Background: an optimization exercise with open tools, aiming at small area, a short achievable clock period and few clock cycles. Do not read the settings as production practice.
Where RTL was checked, it was by simulation tests only, not by an equivalence proof against the original.

Design cpu20, start of the top module:
module cpu20 (
    input             clk,
    input             reset,
    output     [11:0] imem_addr,
    input      [19:0] imem_data,
    output reg [10:0] dmem_addr,
    output     [19:0] dmem_wdata,
    output reg        dmem_we,
    input      [19:0] dmem_rdata,
    output reg        halted
);
==> module ALU, before the edit <==
module ALU (
    input      [19:0] input1,
    input      [19:0] input2,
    input      [4:0]  op,
    output reg [19:0] aluOutput
);
    wire [19:0] sum = input1 + input2 + {19'b0, op[1]};
    wire [19:0] shl = input1 << input2[4:0];
    always @(*) begin
        aluOutput = ({20{op[0] | op[1]}} & sum)
                  | ({20{op[2]}} & (input1 | input2))
                  | ({20{op[3]}} & ~(input1 & input2))
                  | ({20{op[4]}} & shl);
    end
endmodule
==> module cpu20, before the edit <==
module cpu20 (
    input             clk,
    input             reset,
    output     [11:0] imem_addr,
    input      [19:0] imem_data,
    output reg [10:0] dmem_addr,
    output     [19:0] dmem_wdata,
    output reg        dmem_we,
    input      [19:0] dmem_rdata,
    output reg        halted
);
    wire        misp;         
    wire [11:0] pc_f;
    wire [19:0] instr  = imem_data;
    wire [4:0]  opcode = instr[19:15];
    wire f_rtype = (opcode <= 5'd4);
    wire f_itype = (opcode >= 5'd5) && (opcode <= 5'd9);
    wire f_ld    = (opcode == 5'd10);
    wire f_st    = (opcode == 5'd11);
    wire f_jump  = (opcode == 5'd12);
    wire f_br    = (opcode >= 5'd13) && (opcode <= 5'd17);
    wire f_same  = (instr[14:11] == instr[10:7]);
    reg [4:0] f_aluop;
    always @(*) begin
        case (opcode)
            5'd0, 5'd5: f_aluop = 5'b00001;
            5'd1, 5'd8: f_aluop = 5'b00010;
            5'd2, 5'd6: f_aluop = 5'b00100;
            5'd3, 5'd7: f_aluop = 5'b01000;
            5'd4, 5'd9: f_aluop = 5'b10000;
            default:    f_aluop = 5'b00000;
        endcase
    end
    reg [2:0] f_cond;
    always @(*) begin
        case (opcode)
            5'd13:   f_cond = 3'b001;    
            5'd14:   f_cond = 3'b010;    
            5'd15:   f_cond = 3'b100;    
            5'd16:   f_cond = 3'b011;    
            5'd17:   f_cond = 3'b101;    
            default: f_cond = 3'b000;
        endcase
    end
    wire f_pred  = f_br & (f_same ? f_cond[0] : instr[6]);
    wire [2:0] f_mcond = f_pred ? ~f_cond : f_cond;
    wire [3:0] f_rs1 = (f_st | f_br) ? instr[14:11] : instr[10:7];
    wire [3:0] f_rs2 = (f_st | f_br) ? instr[10:7]  : instr[6:3];
    wire       f_halt = f_jump && (instr[10:0] == pc_f[10:0]) && !pc_f[11];
    wire [6:0]  f_lo;
    wire        f_c7;
    wire [4:0]  f_hi_inc = pc_f[11:7] + 5'd1;
    wire [4:0]  f_hi_dec = pc_f[11:7] - 5'd1;
    Add7 tlo (.a(pc_f[6:0]), .b(instr[6:0]), .sum(f_lo), .cout(f_c7));
    wire [11:0] redirect_address;
    TargetSelect tsel (
        .jump(f_jump), .addr11(instr[10:0]), .neg(instr[6]), .carry(f_c7),
        .lo(f_lo), .hi(pc_f[11:7]), .hi_inc(f_hi_inc), .hi_dec(f_hi_dec),
        .target(redirect_address)
    );
    reg [3:0]  r_rs1, r_rs2, r_rd;
    reg [6:0]  r_imm;
    reg        r_useimm, r_ld, r_pred;
    reg [4:0]  r_aluop;
    reg        r_wen, r_st, r_halt;      
    reg [2:0]  r_mcond;
    always @(posedge clk or posedge reset) begin
        if (reset) begin
            r_wen   <= 1'b0;
            r_st    <= 1'b0;
            r_halt  <= 1'b0;
            r_mcond <= 3'b000;
        end else begin
            r_wen   <= (f_rtype | f_itype | f_ld) & ~misp;
            r_st    <= f_st & ~misp;
            r_halt  <= f_halt & ~misp;
            r_mcond <= f_mcond & {3{~misp}};
        end
    end
    always @(posedge clk) begin
        r_rs1    <= f_rs1;
        r_rs2    <= f_rs2;
        r_rd     <= instr[14:11];
        r_imm    <= instr[6:0];
        r_useimm <= f_itype;
        r_ld     <= f_ld;
        r_pred   <= f_pred;
        r_aluop  <= f_aluop;
    end
    wire [19:0] rdata1, rdata2;
    reg  [19:0] x_a, x_b;
    reg  [3:0]  x_rd;
    reg  [4:0]  x_aluop;
    reg         x_ld;
    reg         x_wen;
    reg  [2:0]  x_mcond;
    reg  [11:0] x_alt;
    wire [19:0] x_res;
    wire        fwd1 = x_wen && (x_rd == r_rs1);
    wire        fwd2 = x_wen && (x_rd == r_rs2);
    wire [19:0] r_imm20 = {{13{r_imm[6]}}, r_imm};
    wire [11:0] r_alt = r_pred ? pc_f - r_imm20[11:0] + 12'd1
                               : pc_f + r_imm20[11:0] - 12'd1;
    always @(posedge clk or posedge reset) begin
        if (reset) begin
            x_wen   <= 1'b0;
            x_mcond <= 3'b000;
            dmem_we <= 1'b0;
            halted  <= 1'b0;
        end else begin
            x_wen   <= r_wen & ~misp;
            x_mcond <= r_mcond & {3{~misp}};
            dmem_we <= r_st & ~misp;
            if (r_halt & ~misp)
                halted <= 1'b1;
        end
    end
    always @(posedge clk) begin
        x_a       <= fwd1 ? x_res : rdata1;
        x_b       <= {20{r_aluop[1]}} ^ (r_useimm ? r_imm20 : (fwd2 ? x_res : rdata2));
        x_rd      <= r_rd;
        x_aluop   <= r_aluop;
        x_ld      <= r_ld;
        x_alt     <= r_alt;
        dmem_addr <= {(r_st ? r_rs2 : r_rs1), r_imm};
    end
    wire [19:0] alu_out;
    ALU alu (
        .input1(x_a),
        .input2(x_b),
        .op(x_aluop),
        .aluOutput(alu_out)
    );
    assign x_res = x_ld ? dmem_rdata : alu_out;
    RegisterFile rf (
        .clock(clk),
        .writeEnable(x_wen),
        .writeRegister(x_rd),
        .WriteData(x_res),
        .ReadRegister1(r_rs1),
        .ReadRegister2(r_rs2),
        .ReadData1(rdata1),
        .ReadData2(rdata2)
    );
    wire equal   = (x_a == x_b);
    wire lower   = ($signed(x_a) < $signed(x_b));
    wire greater = ~equal & ~lower;
    assign misp  = (x_mcond[0] & equal) | (x_mcond[1] & lower) | (x_mcond[2] & greater);
    ProgramCounter pcu (
        .clock(clk),
        .reset(reset),
        .mispredict(misp),
        .recoverAddress(x_alt),
        .redirect(f_jump | f_pred),
        .redirectAddress(redirect_address),
        .pcOut(pc_f)
    );
    assign imem_addr  = pc_f;
    assign dmem_wdata = x_a;
endmodule
==> module Add7, before the edit <==
module Add7 (
    input  [6:0] a,
    input  [6:0] b,
    output [6:0] sum,
    output       cout
);
    assign {cout, sum} = {1'b0, a} + {1'b0, b};
endmodule
==> module TargetSelect, before the edit <==
module TargetSelect (
    input         jump,
    input  [10:0] addr11,
    input         neg,
    input         carry,
    input  [6:0]  lo,
    input  [4:0]  hi,
    input  [4:0]  hi_inc,
    input  [4:0]  hi_dec,
    output [11:0] target
);
    wire [4:0] t_hi = (neg == carry) ? hi : (carry ? hi_inc : hi_dec);
    assign target = jump ? {1'b0, addr11} : {t_hi, lo};
endmodule
Settings: LEC_CHECK=0, CAP_MARGIN=20, CORE_MARGIN=2, CORE_UTILIZATION=40, PLACE_DENSITY=0.6, SLEW_MARGIN=20, SYNTH_HIERARCHICAL=1; clock period 10.0 ns.
standard.sh (not shown) runs the stock make flow with config.mk's settings and CLKGATE_MAP_FILE= SYNTH_SCRIPT=/design/flow/synth_recipe.tcl, a recipe that flattens the netlist after the stock synthesis.
==> flow/flow/run.sh <==
#!/bin/bash
# Standard synthesis, then the standard layout with repair_timing aiming for
# extra setup slack (a tighter internal target than the 10 ns clock), sizing
# not limited to same-footprint cells, and port buffers of a fixed type.
set -euo pipefail
MARGIN=$(cat flow/margin.txt)
bash standard.sh synth > synth.log 2>&1
bash standard.sh SETUP_SLACK_MARGIN=$MARGIN MATCH_CELL_FOOTPRINT=0 \
  "BUFFER_PORTS_ARGS=-buffer_cell sky130_fd_sc_hd__buf_4" finish > layout.log 2>&1
==> flow/flow/margin.txt <==
6.7
Rerun with:
--- a/flow/design.v
+++ b/flow/design.v
@@ -5,6 +5,6 @@
     output reg [19:0] aluOutput
 );
-    wire [19:0] sum = input1 + input2 + {19'b0, op[1]};
-    wire [19:0] shl = input1 << input2[4:0];
+    wire [19:0] sum  = input1 + (op[1] ? ~input2 : input2) + {19'b0, op[1]};
+    wire [19:0] shl  = input1 << input2[4:0];
     always @(*) begin
         aluOutput = ({20{op[0] | op[1]}} & sum)
@@ -134,15 +134,6 @@
     wire [3:0] f_rs2 = (f_st | f_br) ? instr[10:7]  : instr[6:3];
     wire       f_halt = f_jump && (instr[10:0] == pc_f[10:0]) && !pc_f[11];
-    wire [6:0]  f_lo;
-    wire        f_c7;
-    wire [4:0]  f_hi_inc = pc_f[11:7] + 5'd1;
-    wire [4:0]  f_hi_dec = pc_f[11:7] - 5'd1;
-    Add7 tlo (.a(pc_f[6:0]), .b(instr[6:0]), .sum(f_lo), .cout(f_c7));
-    wire [11:0] redirect_address;
-    TargetSelect tsel (
-        .jump(f_jump), .addr11(instr[10:0]), .neg(instr[6]), .carry(f_c7),
-        .lo(f_lo), .hi(pc_f[11:7]), .hi_inc(f_hi_inc), .hi_dec(f_hi_dec),
-        .target(redirect_address)
-    );
+    wire [11:0] f_imm12 = {{5{instr[6]}}, instr[6:0]};
+    wire [11:0] redirect_address = f_jump ? {1'b0, instr[10:0]} : pc_f + f_imm12;
     reg [3:0]  r_rs1, r_rs2, r_rd;
     reg [6:0]  r_imm;
@@ -204,5 +195,5 @@
     always @(posedge clk) begin
         x_a       <= fwd1 ? x_res : rdata1;
-        x_b       <= {20{r_aluop[1]}} ^ (r_useimm ? r_imm20 : (fwd2 ? x_res : rdata2));
+        x_b       <= r_useimm ? r_imm20 : (fwd2 ? x_res : rdata2);
         x_rd      <= r_rd;
         x_aluop   <= r_aluop;
@@ -245,24 +236,2 @@
     assign dmem_wdata = x_a;
 endmodule
-module Add7 (
-    input  [6:0] a,
-    input  [6:0] b,
-    output [6:0] sum,
-    output       cout
-);
-    assign {cout, sum} = {1'b0, a} + {1'b0, b};
-endmodule
-module TargetSelect (
-    input         jump,
-    input  [10:0] addr11,
-    input         neg,
-    input         carry,
-    input  [6:0]  lo,
-    input  [4:0]  hi,
-    input  [4:0]  hi_inc,
-    input  [4:0]  hi_dec,
-    output [11:0] target
-);
-    wire [4:0] t_hi = (neg == carry) ? hi : (carry ? hi_inc : hi_dec);
-    assign target = jump ? {1'b0, addr11} : {t_hi, lo};
-endmodule
After rerunning: Worst setup slack gets better by 93 ps; via count came out lower by 3.2%; synthesized cell count came out lower by 2.4%; register-to-register slack gets better by 40 ps; wire length came out lower by 2.3%; die area came out lower by 2.2%; core utilization came out lower by 1.1 points; area after synthesis came out lower by 2.3%; fmax came out higher by 2.8%.
Testbench counts after the change, summed over its fixed seeds: cycles 76,573.
The RTL of the first run of this note was laid out without a check of its function.

## what the ideal ports hide
In the flow no input, the clock included, has a driving cell. The finished layouts below were timed again as built, in two steps. Step 1 (the two cells are an assumption about what drives the block):
set clk [get_ports {clk}]
set_driving_cell -lib_cell sky130_fd_sc_hd__clkbuf_16 $clk
set_driving_cell -lib_cell sky130_fd_sc_hd__buf_2 [delete_from_list [all_inputs] $clk]
Step 2 adds t to the input delays and takes it off the output delays; t is the mean of the earliest and latest rising clock arrival at the registers after step 1. Input paths then give back, and output paths get back, about the clock's delay inside the block. a / b / c = ideal ports / drivers / drivers and shift; a / b = the first two.
| run | shift t [ns] | setup WS [ns] | worst register clock-pin slew, ns |
|---|---|---|---|
| the first run | 0.655 | 6.576 / 6.600 / 5.945 | 0.06 / 0.06 |
| the second run | 0.648 | 6.669 / 6.646 / 6.032 | 0.07 / 0.07 |
After both steps every run listed still meets setup and hold. The setup slack of the second run, which loses most, moves by -0.023 ns with the drivers and by -0.637 ns with both steps.
